This is an optimization exercise on Yosys and OpenROAD, whose aim is small area, not a production implementation.
In this exercise RTL edits were held to simulation tests only and were not proved equivalent to the original.

// tft_driver
module tft_driver(
	input wire cclk, rstb,
	input wire inputCharBit,
	input wire [7:0] switch,
	output wire tft_backlight, tft_data_ena,
	output wire tft_display, tft_vdd,
	output wire [7:0] tft_red, tft_green, tft_blue,
	input wire [7:0] bg_red, bg_green, bg_blue,
	output reg [(10-1):0] x,
	output reg [(9-1):0] y,
	output wire new_frame
);
Settings: LEC_CHECK=0, ABC_AREA=1, CAP_MARGIN=0, CORE_MARGIN=2, CORE_UTILIZATION=60, CTS_BUF_LIST=sky130_fd_sc_hd__clkbuf_8, CTS_CLUSTER_DIAMETER=60, CTS_CLUSTER_SIZE=16, PLACE_DENSITY=0.75, SLEW_MARGIN=0; clock period 10.0 ns.
standard.sh (not shown) runs the stock make flow with config.mk's settings and CLKGATE_MAP_FILE= SYNTH_SCRIPT=/design/flow/synth_recipe.tcl, a recipe that flattens the netlist after the stock synthesis.
==> flow/flow/run.sh <==
#!/bin/bash
# Standard synthesis, then the combinational logic re-mapped by ABC with an
# area-oriented script (flip-flops kept as the standard synthesis made them,
# same instances and names), then the standard layout with 1x port buffers.
set -euo pipefail
R=$PWD/orfs/results/$FLOW_PLATFORM/tft_driver/base
LIB=$FLOW_HOME/platforms/sky130hd/lib/sky130_fd_sc_hd__tt_025C_1v80.lib
YOSYS=$(command -v yosys || echo /OpenROAD-flow-scripts/tools/install/yosys/bin/yosys)

bash standard.sh $R/1_2_yosys.v > synth.log 2>&1
cp $R/1_2_yosys.v $R/1_2_yosys_standard.v

cat > remap.ys <<EOF
read_liberty -ignore_miss_func $LIB
read_verilog $R/1_2_yosys_standard.v
hierarchy -top $FLOW_TOP
setattr -mod -set keep_hierarchy 1 sky130_fd_sc_hd__*df* sky130_fd_sc_hd__dl*
flatten
delete t:\$scopeinfo
# internal net names only: ports keep their own nets, with no pass-through copies
rename -hide w:* i:* o:* %u %d
opt_clean
stat -liberty $LIB
opt -fast
abc -liberty $LIB -dont_use sky130_fd_sc_hd__lpflow_* -dont_use sky130_fd_sc_hd__probe* -script $PWD/flow/remap.abc
opt_clean -purge
hilomap -singleton -hicell sky130_fd_sc_hd__conb_1 HI -locell sky130_fd_sc_hd__conb_1 LO
insbuf -buf sky130_fd_sc_hd__buf_1 A X
splitnets
opt_clean -purge
stat -liberty $LIB
hierarchy -top $FLOW_TOP
blackbox sky130_fd_sc_hd__*df* sky130_fd_sc_hd__dl*
write_verilog -noattr -noexpr -nohex -nodec $R/1_2_yosys.v
EOF
$YOSYS -l remap.log remap.ys > /dev/null 2>&1
touch $R/1_2_yosys.v

bash standard.sh BUFFER_PORTS_ARGS="-buffer_cell sky130_fd_sc_hd__buf_1" finish > layout.log 2>&1
==> flow/flow/remap.abc <==
strash; ifraig; scorr; dc2; balance -l; resub -K 6 -l; rewrite -l; resub -K 6 -N 2 -l; refactor -l; resub -K 8 -l; balance -l; resub -K 8 -N 2 -l; rewrite -l; resub -K 10 -l; rewrite -z -l; resub -K 10 -N 2 -l; balance -l; resub -K 12 -l; refactor -z -l; resub -K 12 -N 2 -l; rewrite -z -l; balance -l; dc2; balance -l; resub -K 6 -l; rewrite -l; resub -K 6 -N 2 -l; refactor -l; resub -K 8 -l; balance -l; resub -K 8 -N 2 -l; rewrite -l; resub -K 10 -l; rewrite -z -l; resub -K 10 -N 2 -l; balance -l; resub -K 12 -l; refactor -z -l; resub -K 12 -N 2 -l; rewrite -z -l; balance -l; dc2; balance -l; resub -K 6 -l; rewrite -l; resub -K 6 -N 2 -l; refactor -l; resub -K 8 -l; balance -l; resub -K 8 -N 2 -l; rewrite -l; resub -K 10 -l; rewrite -z -l; resub -K 10 -N 2 -l; balance -l; resub -K 12 -l; refactor -z -l; resub -K 12 -N 2 -l; rewrite -z -l; balance -l; strash; &get -n; &dch -f; &nf -R 1000 -C 32; &put
Edit:
Settings changed: CAP_MARGIN 0 to 20, GPL_TIMING_DRIVEN from default to 0, SLEW_MARGIN 0 to 20.
Result:
- The changed run ran to the end with no violations
- die area does not change
- wire length goes down by about 5%
- worst hold slack loses 9.6 ps
- register-to-register slack got worse by 130 ps
- count of clock-buffer cells in the layout stays the same
- critical path depth falls by 1
- setup slack degrades by 130 ps
- synthesized cell count does not change
Edit:
Settings changed: CORE_UTILIZATION 60 to 50, GPL_TIMING_DRIVEN 0 to default, PLACE_DENSITY 0.75 to 0.65.
What happened:
- worst setup slack improved by 290 ps
- via count stays flat
- wire length is higher by 3.8%
- clock-buffer cell count does not change
- clock skew stays flat
- global-route usage is lower by 3.6 points
- utilization is lower by 12 points
- first-iteration DRC count is lower by 14%
Edit:
--- a/flow/flow/run.sh
+++ b/flow/flow/run.sh
@@ -15,9 +15,7 @@
 read_verilog $R/1_2_yosys_standard.v
 hierarchy -top $FLOW_TOP
-setattr -mod -set keep_hierarchy 1 sky130_fd_sc_hd__*df* sky130_fd_sc_hd__dl*
+setattr -mod -set keep_hierarchy 1 sky130_fd_sc_hd__dfxtp_*
 flatten
 delete t:\$scopeinfo
-# internal net names only: ports keep their own nets, with no pass-through copies
-rename -hide w:* i:* o:* %u %d
 opt_clean
 stat -liberty $LIB
@@ -26,10 +24,10 @@
 opt_clean -purge
 hilomap -singleton -hicell sky130_fd_sc_hd__conb_1 HI -locell sky130_fd_sc_hd__conb_1 LO
-insbuf -buf sky130_fd_sc_hd__buf_1 A X
+insbuf -buf sky130_fd_sc_hd__buf_4 A X
 splitnets
 opt_clean -purge
 stat -liberty $LIB
 hierarchy -top $FLOW_TOP
-blackbox sky130_fd_sc_hd__*df* sky130_fd_sc_hd__dl*
+blackbox sky130_fd_sc_hd__dfxtp_*
 write_verilog -noattr -noexpr -nohex -nodec $R/1_2_yosys.v
 EOF
Settings changed: CAP_MARGIN 20 to 0, CORE_UTILIZATION 50 to 70, PLACE_DENSITY 0.65 to 0.8, SLEW_MARGIN 20 to 0.
What happened:
- non-clock buffer count shrinks by 1
- via count increases by 5.6%
- sequential cell count is unchanged
- hold slack gets worse by 6.0 ps
- global-route usage came out higher by 11 points
- die area went down by 27%
- core utilization climbs by 22 points
- routed wire length came out higher by about 7%
- worst setup slack improved by 48 ps

========
== main ==
tft_driver again, from the RTL that the note above started with.
export LEC_CHECK = 0
export ABC_AREA = 1
export CAP_MARGIN = 20
export CORE_MARGIN = 2
export CORE_UTILIZATION = 60
export CTS_BUF_LIST = sky130_fd_sc_hd__clkbuf_8
export CTS_CLUSTER_DIAMETER = 60
export CTS_CLUSTER_SIZE = 16
export PLACE_DENSITY = 0.75
export SLEW_MARGIN = 20
create_clock -name core_clock -period 10.0 [get_ports {cclk}]
==> flow/flow/run.sh <==
#!/bin/bash
# Standard synthesis, then the combinational logic re-mapped by ABC with an
# area-oriented script (flip-flops kept as the standard synthesis made them,
# same instances and names), then the standard layout with 1x port buffers.
set -euo pipefail
R=$PWD/orfs/results/$FLOW_PLATFORM/tft_driver/base
LIB=$FLOW_HOME/platforms/sky130hd/lib/sky130_fd_sc_hd__tt_025C_1v80.lib
YOSYS=$(command -v yosys || echo /OpenROAD-flow-scripts/tools/install/yosys/bin/yosys)

bash standard.sh $R/1_2_yosys.v > synth.log 2>&1
cp $R/1_2_yosys.v $R/1_2_yosys_standard.v

cat > remap.ys <<EOF
read_liberty -ignore_miss_func $LIB
read_verilog $R/1_2_yosys_standard.v
hierarchy -top $FLOW_TOP
setattr -mod -set keep_hierarchy 1 sky130_fd_sc_hd__*df* sky130_fd_sc_hd__dl*
flatten
delete t:\$scopeinfo
# internal net names only: ports keep their own nets, with no pass-through copies
rename -hide w:* i:* o:* %u %d
opt_clean
stat -liberty $LIB
opt -fast
abc -liberty $LIB -dont_use sky130_fd_sc_hd__lpflow_* -dont_use sky130_fd_sc_hd__probe* -script $PWD/flow/remap.abc
opt_clean -purge
hilomap -singleton -hicell sky130_fd_sc_hd__conb_1 HI -locell sky130_fd_sc_hd__conb_1 LO
insbuf -buf sky130_fd_sc_hd__buf_1 A X
splitnets
opt_clean -purge
stat -liberty $LIB
hierarchy -top $FLOW_TOP
blackbox sky130_fd_sc_hd__*df* sky130_fd_sc_hd__dl*
write_verilog -noattr -noexpr -nohex -nodec $R/1_2_yosys.v
EOF
$YOSYS -l remap.log remap.ys > /dev/null 2>&1
touch $R/1_2_yosys.v

bash standard.sh BUFFER_PORTS_ARGS="-buffer_cell sky130_fd_sc_hd__buf_1" finish > layout.log 2>&1
Scripts as last shown in full above: flow/flow/remap.abc
[inputs] the feature branch vs main
--- a/flow/flow/run.sh
+++ b/flow/flow/run.sh
@@ -20,2 +19,0 @@
-# internal net names only: ports keep their own nets, with no pass-through copies
-rename -hide w:* i:* o:* %u %d
@@ -28 +26 @@
-insbuf -buf sky130_fd_sc_hd__buf_1 A X
+insbuf -buf sky130_fd_sc_hd__buf_4 A X
--- a/flow/config.mk
+++ b/flow/config.mk
@@ -14,0 +15 @@
+export GPL_TIMING_DRIVEN = 0
==> comparison <==
- The feature branch ended up with a lower routed wire length than main did.
- Compared with main, placement density in the core of the feature branch is lower.
- The feature branch vs. main: clock buffer and inverter area fraction after layout increased by 0.34 points relative to the old numbers; largest stage delay on the critical path -0.02 ns.

========
tft_driver, a different RTL version from the one above (not shown whole).
Design tft_driver, start of the top module:
module tft_driver(
	input wire cclk, rstb,
	input wire inputCharBit,
	input wire [7:0] switch,
	output wire tft_backlight, tft_data_ena,
	output wire tft_display, tft_vdd,
	output wire [7:0] tft_red, tft_green, tft_blue,
	input wire [7:0] bg_red, bg_green, bg_blue,
	output reg [(10-1):0] x,
	output reg [(9-1):0] y,
	output wire new_frame
);
Settings: LEC_CHECK=0, ABC_AREA=1, CAP_MARGIN=20, CORE_MARGIN=2, CORE_UTILIZATION=60, CTS_BUF_LIST=sky130_fd_sc_hd__clkbuf_8, CTS_CLUSTER_DIAMETER=50, CTS_CLUSTER_SIZE=20, PLACE_DENSITY=0.75, SLEW_MARGIN=20; clock period 10.0 ns.
==> flow/flow/run.sh <==
#!/bin/bash
# Standard synthesis, then the combinational logic re-mapped by ABC with an
# area-oriented script (flip-flops kept as the standard synthesis made them,
# same instances and names), then the standard layout with 1x port buffers.
set -euo pipefail
R=$PWD/orfs/results/$FLOW_PLATFORM/tft_driver/base
LIB=$FLOW_HOME/platforms/sky130hd/lib/sky130_fd_sc_hd__tt_025C_1v80.lib
YOSYS=$(command -v yosys || echo /OpenROAD-flow-scripts/tools/install/yosys/bin/yosys)

bash standard.sh $R/1_2_yosys.v > synth.log 2>&1
cp $R/1_2_yosys.v $R/1_2_yosys_standard.v

cat > remap.ys <<EOF
read_liberty -ignore_miss_func $LIB
read_verilog $R/1_2_yosys_standard.v
hierarchy -top $FLOW_TOP
setattr -mod -set keep_hierarchy 1 sky130_fd_sc_hd__dfxtp_*
flatten
delete t:\$scopeinfo
opt_clean
stat -liberty $LIB
opt -fast
abc -liberty $LIB -dont_use sky130_fd_sc_hd__lpflow_* -dont_use sky130_fd_sc_hd__probe* -script $PWD/flow/remap.abc
opt_clean -purge
hilomap -singleton -hicell sky130_fd_sc_hd__conb_1 HI -locell sky130_fd_sc_hd__conb_1 LO
insbuf -buf sky130_fd_sc_hd__buf_4 A X
splitnets
opt_clean -purge
stat -liberty $LIB
hierarchy -top $FLOW_TOP
blackbox sky130_fd_sc_hd__dfxtp_*
write_verilog -noattr -noexpr -nohex -nodec $R/1_2_yosys.v
EOF
$YOSYS -l remap.log remap.ys > /dev/null 2>&1
touch $R/1_2_yosys.v

bash standard.sh BUFFER_PORTS_ARGS="-buffer_cell sky130_fd_sc_hd__buf_1" finish > layout.log 2>&1
Scripts as last shown in full above: flow/flow/remap.abc
The baseline stopped in 1_synth with ORD-2013.
==> next run, changes <==
Settings changed: CTS_CLUSTER_DIAMETER 50 to 60, CTS_CLUSTER_SIZE 20 to 16.
The new run died in 1_synth (ORD-2013).

========
## run 2
The RTL this note starts from:
==> flow/design.v <==
`timescale 1ns / 1ps
`default_nettype none
module pwm_module(cclk, rstb, duty_cycle, tick, pwm_out);
	input  wire cclk, rstb;
	input  wire [7:0] duty_cycle;
	input  wire tick;
	output wire pwm_out;
	reg [7:0] cycle_count;
	assign pwm_out = (cycle_count < duty_cycle);
	always @(posedge cclk) begin
		if (~rstb)
			cycle_count <= 8'd0;
		else if (tick)
			cycle_count <= cycle_count + 8'd1;
	end
endmodule
`default_nettype wire
`timescale 1ns / 1ps
`default_nettype none
module CharDraw(input wire [5:0] e, input wire [3:0] spix, output wire on);
	localparam [1023:0] ROM = 1024'h00000000000000000000003ff5aeffaa0000002b767896bc0000002b75adfffe0000003fc1eced9600000000129202000000002a25e7fdfe0000003fe0ebe5320000001bf71d4b660000003be0eff9fe0000003ce7e7ad1600000000101022000000003b93eff9fe0000003fe7ffafea0000003f741f82fe0000003fe7ffbbfe;
	assign on = ROM[{spix, e}];
endmodule
`default_nettype wire
`timescale 1ns / 1ps
`default_nettype none
`default_nettype wire
`timescale 1ns / 1ps
`default_nettype none
module CharReceiver(cclk, rstb, inputCharBit, slots);
	input  wire cclk;
	input  wire rstb;
	input  wire inputCharBit;
	output reg  [155:0] slots;
	reg [5:0]  counter;    
	reg [6:0]  currChar;   
	reg [13:0] clkCounter;
	localparam [77:0] ROWINIT = {6'd37, 6'd36, 6'd35, 6'd34, 6'd33, 6'd32, 6'd31,
	                             6'd27, 6'd4, 6'd3, 6'd2, 6'd1, 6'd0};
	wire [5:0] enc = (currChar != 7'd0 && currChar <= 7'd37) ? currChar[5:0] : 6'd0;
	wire [161:0] ext = {enc, slots};   
	wire shift = (clkCounter != 14'd1) && counter >= 6'd8 && counter < 6'd34 && inputCharBit;
	localparam [155:0] INIT = {ROWINIT, ROWINIT};
	reg  [155:0] slots_d;
	integer i, b;
	always @* begin
		for (i = 0; i < 26; i = i + 1) begin : slot
			reg en, ld, hold;
			en   = shift && counter == i + 8;
			ld   = en & rstb;       
			hold = ~en & rstb;      
			for (b = 0; b < 6; b = b + 1)
				if (INIT[6*i+b])
					slots_d[6*i+b] = (~hold | slots[6*i+b]) & (~ld | ext[6*(i+1)+b]);
				else
					slots_d[6*i+b] = (ld & ext[6*(i+1)+b]) | (hold & slots[6*i+b]);
		end
	end
	always @(posedge cclk) slots <= slots_d;
	always @(posedge cclk) begin
		if (~rstb) begin
			counter <= 6'd9;
			currChar <= 7'd27;
			clkCounter <= 14'd0;
		end
		else begin
			if (clkCounter == 14'd1) begin
				if (inputCharBit == 1'b0 && counter == 6'd34)
					counter <= 6'd0;
				else if (counter < 6'd8) begin
					if (counter != 6'd7) currChar[counter[2:0]] <= inputCharBit;
					counter <= counter + 6'd1;
				end
			end
			else if (shift)
				counter <= counter + 6'd1;
			if (clkCounter == (10417) - 1)
				clkCounter <= 14'd0;
			else
				clkCounter <= clkCounter + 14'd1;
		end
	end
endmodule
`default_nettype wire
`timescale 1ns / 1ps
`default_nettype none
module ScreenMux(cclk, rstb, x, y, slots, bg_red, bg_green, bg_blue, tft_red, tft_green, tft_blue);
	input  wire cclk, rstb;
	input  wire [9:0] x;
	input  wire [8:0] y;
	input  wire [155:0] slots;
	input  wire [7:0] bg_red, bg_green, bg_blue;
	output wire [7:0] tft_red, tft_green, tft_blue;
	wire lmode = (y >= 9'd184);        
	reg [3:0] k;
	reg [1:0] sc;
	reg [3:0] sub;
	wire idle    = (sc == 2'd3) && (sub == 4'd5);
	wire colend  = (sc == 2'd3) ? (sub == 4'd4) : (sub == (lmode ? 4'd7 : 4'd9));
	wire last    = lmode ? (k == 4'd4 || k == 4'd7 || k == 4'd11 || k == 4'd12) : (k == 4'd12);
	wire load    = lmode ? (x == 10'd6 || x == 10'd195 || x == 10'd341) : (x == 10'd4);
	wire [3:0] k0 = x[8] ? 4'd8 : x[7] ? 4'd5 : 4'd0;
	always @(posedge cclk) begin
		if (~rstb) begin
			k <= 4'd12; sc <= 2'd3; sub <= 4'd5;
		end
		else if (load) begin
			k <= (lmode ? k0 : 4'd0); sc <= 2'd0; sub <= 4'd0;
		end
		else if (!idle) begin
			if (!colend)
				sub <= sub + 4'd1;
			else if (sc != 2'd3) begin
				sub <= 4'd0; sc <= sc + 2'd1;
			end
			else if (last)
				sub <= 4'd5;
			else begin
				sub <= 4'd0; sc <= 2'd0; k <= k + 4'd1;
			end
		end
	end
	wire r1 = (y >= 9'd5)  && (y < 9'd55);
	wire r2 = (y >= 9'd60) && (y < 9'd110);
	reg [2:0] csr;
	integer i;
	always @* begin
		csr = 3'd0;
		for (i = 0; i < 5; i = i + 1)
			if ((y >= 5 + 10*i && y < 15 + 10*i) || (y >= 60 + 10*i && y < 70 + 10*i))
				csr = i;
	end
	wire       lrow = (y >= 9'd184) && (y < 9'd224);
	wire [2:0] lsr  = y[5:3] - 3'd7;    
	reg [5:0] lcode;
	always @* begin
		case (k)
			4'd0: lcode = 6'd19;  4'd1: lcode = 6'd16;  4'd2: lcode = 6'd1;    
			4'd3: lcode = 6'd3;   4'd4: lcode = 6'd5;                          
			4'd5: lcode = 6'd20;  4'd6: lcode = 6'd1;   4'd7: lcode = 6'd16;   
			4'd8: lcode = 6'd19;  4'd9: lcode = 6'd5;   4'd10: lcode = 6'd14;  
			default: lcode = 6'd4;                                             
		endcase
	end
	reg [5:0] code;
	integer j;
	always @* begin
		code = 6'd0;
		for (j = 0; j < 26; j = j + 1)
			code = code | ({6{k == j % 13 && r2 == (j >= 13)}} & slots[6*j +: 6]);
	end
	wire [5:0] e    = lmode ? lcode : code;
	wire [2:0] sr   = lmode ? lsr : csr;
	wire glyph_on;
	CharDraw rom(.e(e), .spix(sr * 4'd3 + sc), .on(glyph_on));
	wire obj_on = (lmode ? lrow : (r1 | r2)) && sc != 2'd3 && glyph_on;
	wire mrow     = (y >= 9'd120) && (y < 9'd130);
	wire morse_on = mrow && ((x >= 10'd255 && x < 10'd275) || (x >= 10'd280 && x < 10'd300));
	reg pix;
	always @(posedge cclk) begin
		if (~rstb) pix <= 1'b0;
		else       pix <= obj_on | morse_on;
	end
	wire in_box  = (((y >= 9'd5) && (y < 9'd115)) || lrow) && !idle ||
	               (mrow && (x >= 10'd180) && (x < 10'd305));
	wire in_line = (y == 9'd136) ||
	               ((x == 10'd160 || x == 10'd320) && y >= 9'd136 && y < 9'd272);
	wire fg      = in_box | in_line;
	wire fgval   = in_box ? pix : 1'b1;
	assign tft_red   = fg ? {8{fgval}} : bg_red;
	assign tft_green = fg ? {8{fgval}} : bg_green;
	assign tft_blue  = fg ? {8{fgval}} : bg_blue;
endmodule
`default_nettype wire
`timescale 1ns / 1ps
`default_nettype none
module tft_driver(
	input wire cclk, rstb,
	input wire inputCharBit,
	input wire [7:0] switch,
	output wire tft_backlight, tft_data_ena,
	output wire tft_display, tft_vdd,
	output wire [7:0] tft_red, tft_green, tft_blue,
	input wire [7:0] bg_red, bg_green, bg_blue,
	output reg [(10-1):0] x,
	output reg [(9-1):0] y,
	output wire new_frame
);
wire [155:0] slots;
reg on;   
pwm_module PWM (.cclk(cclk), .rstb(rstb), .duty_cycle(switch), .tick(x[0]), .pwm_out(tft_backlight));
CharReceiver receiver(.cclk(cclk), .rstb(rstb), .inputCharBit(inputCharBit), .slots(slots));
ScreenMux screenMux(.cclk(cclk), .rstb(rstb), .x(x), .y(y), .slots(slots),
                    .bg_red(bg_red), .bg_green(bg_green), .bg_blue(bg_blue),
                    .tft_red(tft_red), .tft_green(tft_green), .tft_blue(tft_blue));
assign tft_data_ena = (x > 480 || y > 272) ? 0 : 1;
assign new_frame = (x == 0 && y == 0) ? 1 : 0;
assign tft_vdd = on;
assign tft_display = on;
always @(posedge cclk) begin
  if(~rstb) begin
    x <= 0;
    y <= 0;
    on <= 0;
  end
  else begin
    on <= 1;
    if (x == (480 + 45)) begin
      x <= 0;
      if (y == (272 + 16))
        y <= 0;
      else
        y <= y + 1;
    end
    else
      x <= x + 1;
  end
end
endmodule
`default_nettype wire
Settings: LEC_CHECK=0, ABC_AREA=1, CAP_MARGIN=20, CORE_MARGIN=2, CORE_UTILIZATION=40, PLACE_DENSITY=0.6, SLEW_MARGIN=20; clock period 10.0 ns.
==> flow/flow/run.sh <==
#!/bin/bash
# Standard layout, unchanged.
bash standard.sh > standard.log 2>&1
Run 2: flow completed, timing, DRC and antenna clean
diff inputs: run 2 => run 3
==> flow/run.sh (new file) <==
#!/bin/bash
# synth_recipe.tcl (not shown) runs the flow's synth.tcl, then flattens the netlist and writes it again
# the make line also repeats each setting of config.mk as NAME=value (left out here)
make -C /OpenROAD-flow-scripts/flow DESIGN_CONFIG=/design/flow/config.mk WORK_HOME=/design/flow/orfs CLKGATE_MAP_FILE= SYNTH_SCRIPT=/design/flow/synth_recipe.tcl finish
removed: flow/flow/run.sh
removed: flow/standard.sh
[summary]
- Across run 2 and run 3, none had a timing, DRC or antenna violation.
- Cell area after synthesis of run 3 is on par with run 2.
- Run 2 → run 3: sequential cell count saw little to no change; violation count after the first detailed-routing iteration did not really move; count of cells along the worst hold path flat; sequential cell area fraction in the yosys report level.
- Run 3 -> run 2: remaining max-slew budget at the tightest pin delta 0, exact match
- Final setup skew: run 2 vs run 3 — no meaningful difference

separate check: timing with driven ports:
In the flow no input, the clock included, has a driving cell. The finished layouts below were timed again as built, in two steps. Step 1, drivers: a clkbuf_16 drives cclk and a buf_2 each remaining input, both assumed. Step 2 moves the port delays by t, midway between the first and last clock arrival at a register: inputs arrive t later, outputs are due t later. That takes back most of the time a late clock gives input paths. Three values: no drivers, after step 1, after step 2; two values: the first two.
run | t (ns) | setup slack, ns | hold slack, ns
the first run of note 1 | 0.556 | 0.787 / 0.787 / 0.787 | 0.346 / 0.346 / 0.346
the second run of note 1 | 0.560 | 0.660 / 0.660 / 0.660 | 0.337 / 0.337 / 0.337
the third run of note 1 | 0.557 | 0.948 / 0.948 / 0.948 | 0.351 / 0.351 / 0.351
the fourth run of note 1 | 0.553 | 0.996 / 0.996 / 0.996 | 0.345 / 0.345 / 0.345
main | 0.557 | 0.933 / 0.933 / 0.933 | 0.354 / 0.354 / 0.354
the feature branch | 0.572 | 0.818 / 0.818 / 0.818 | 0.339 / 0.339 / 0.339
run 2 | 0.597 | 3.812 / 3.788 / 3.788 | 0.462 / 0.462 / 0.462
run 3 | 0.597 | 3.812 / 3.788 / 3.788 | 0.462 / 0.462 / 0.462
After both steps every run listed still meets setup and hold.
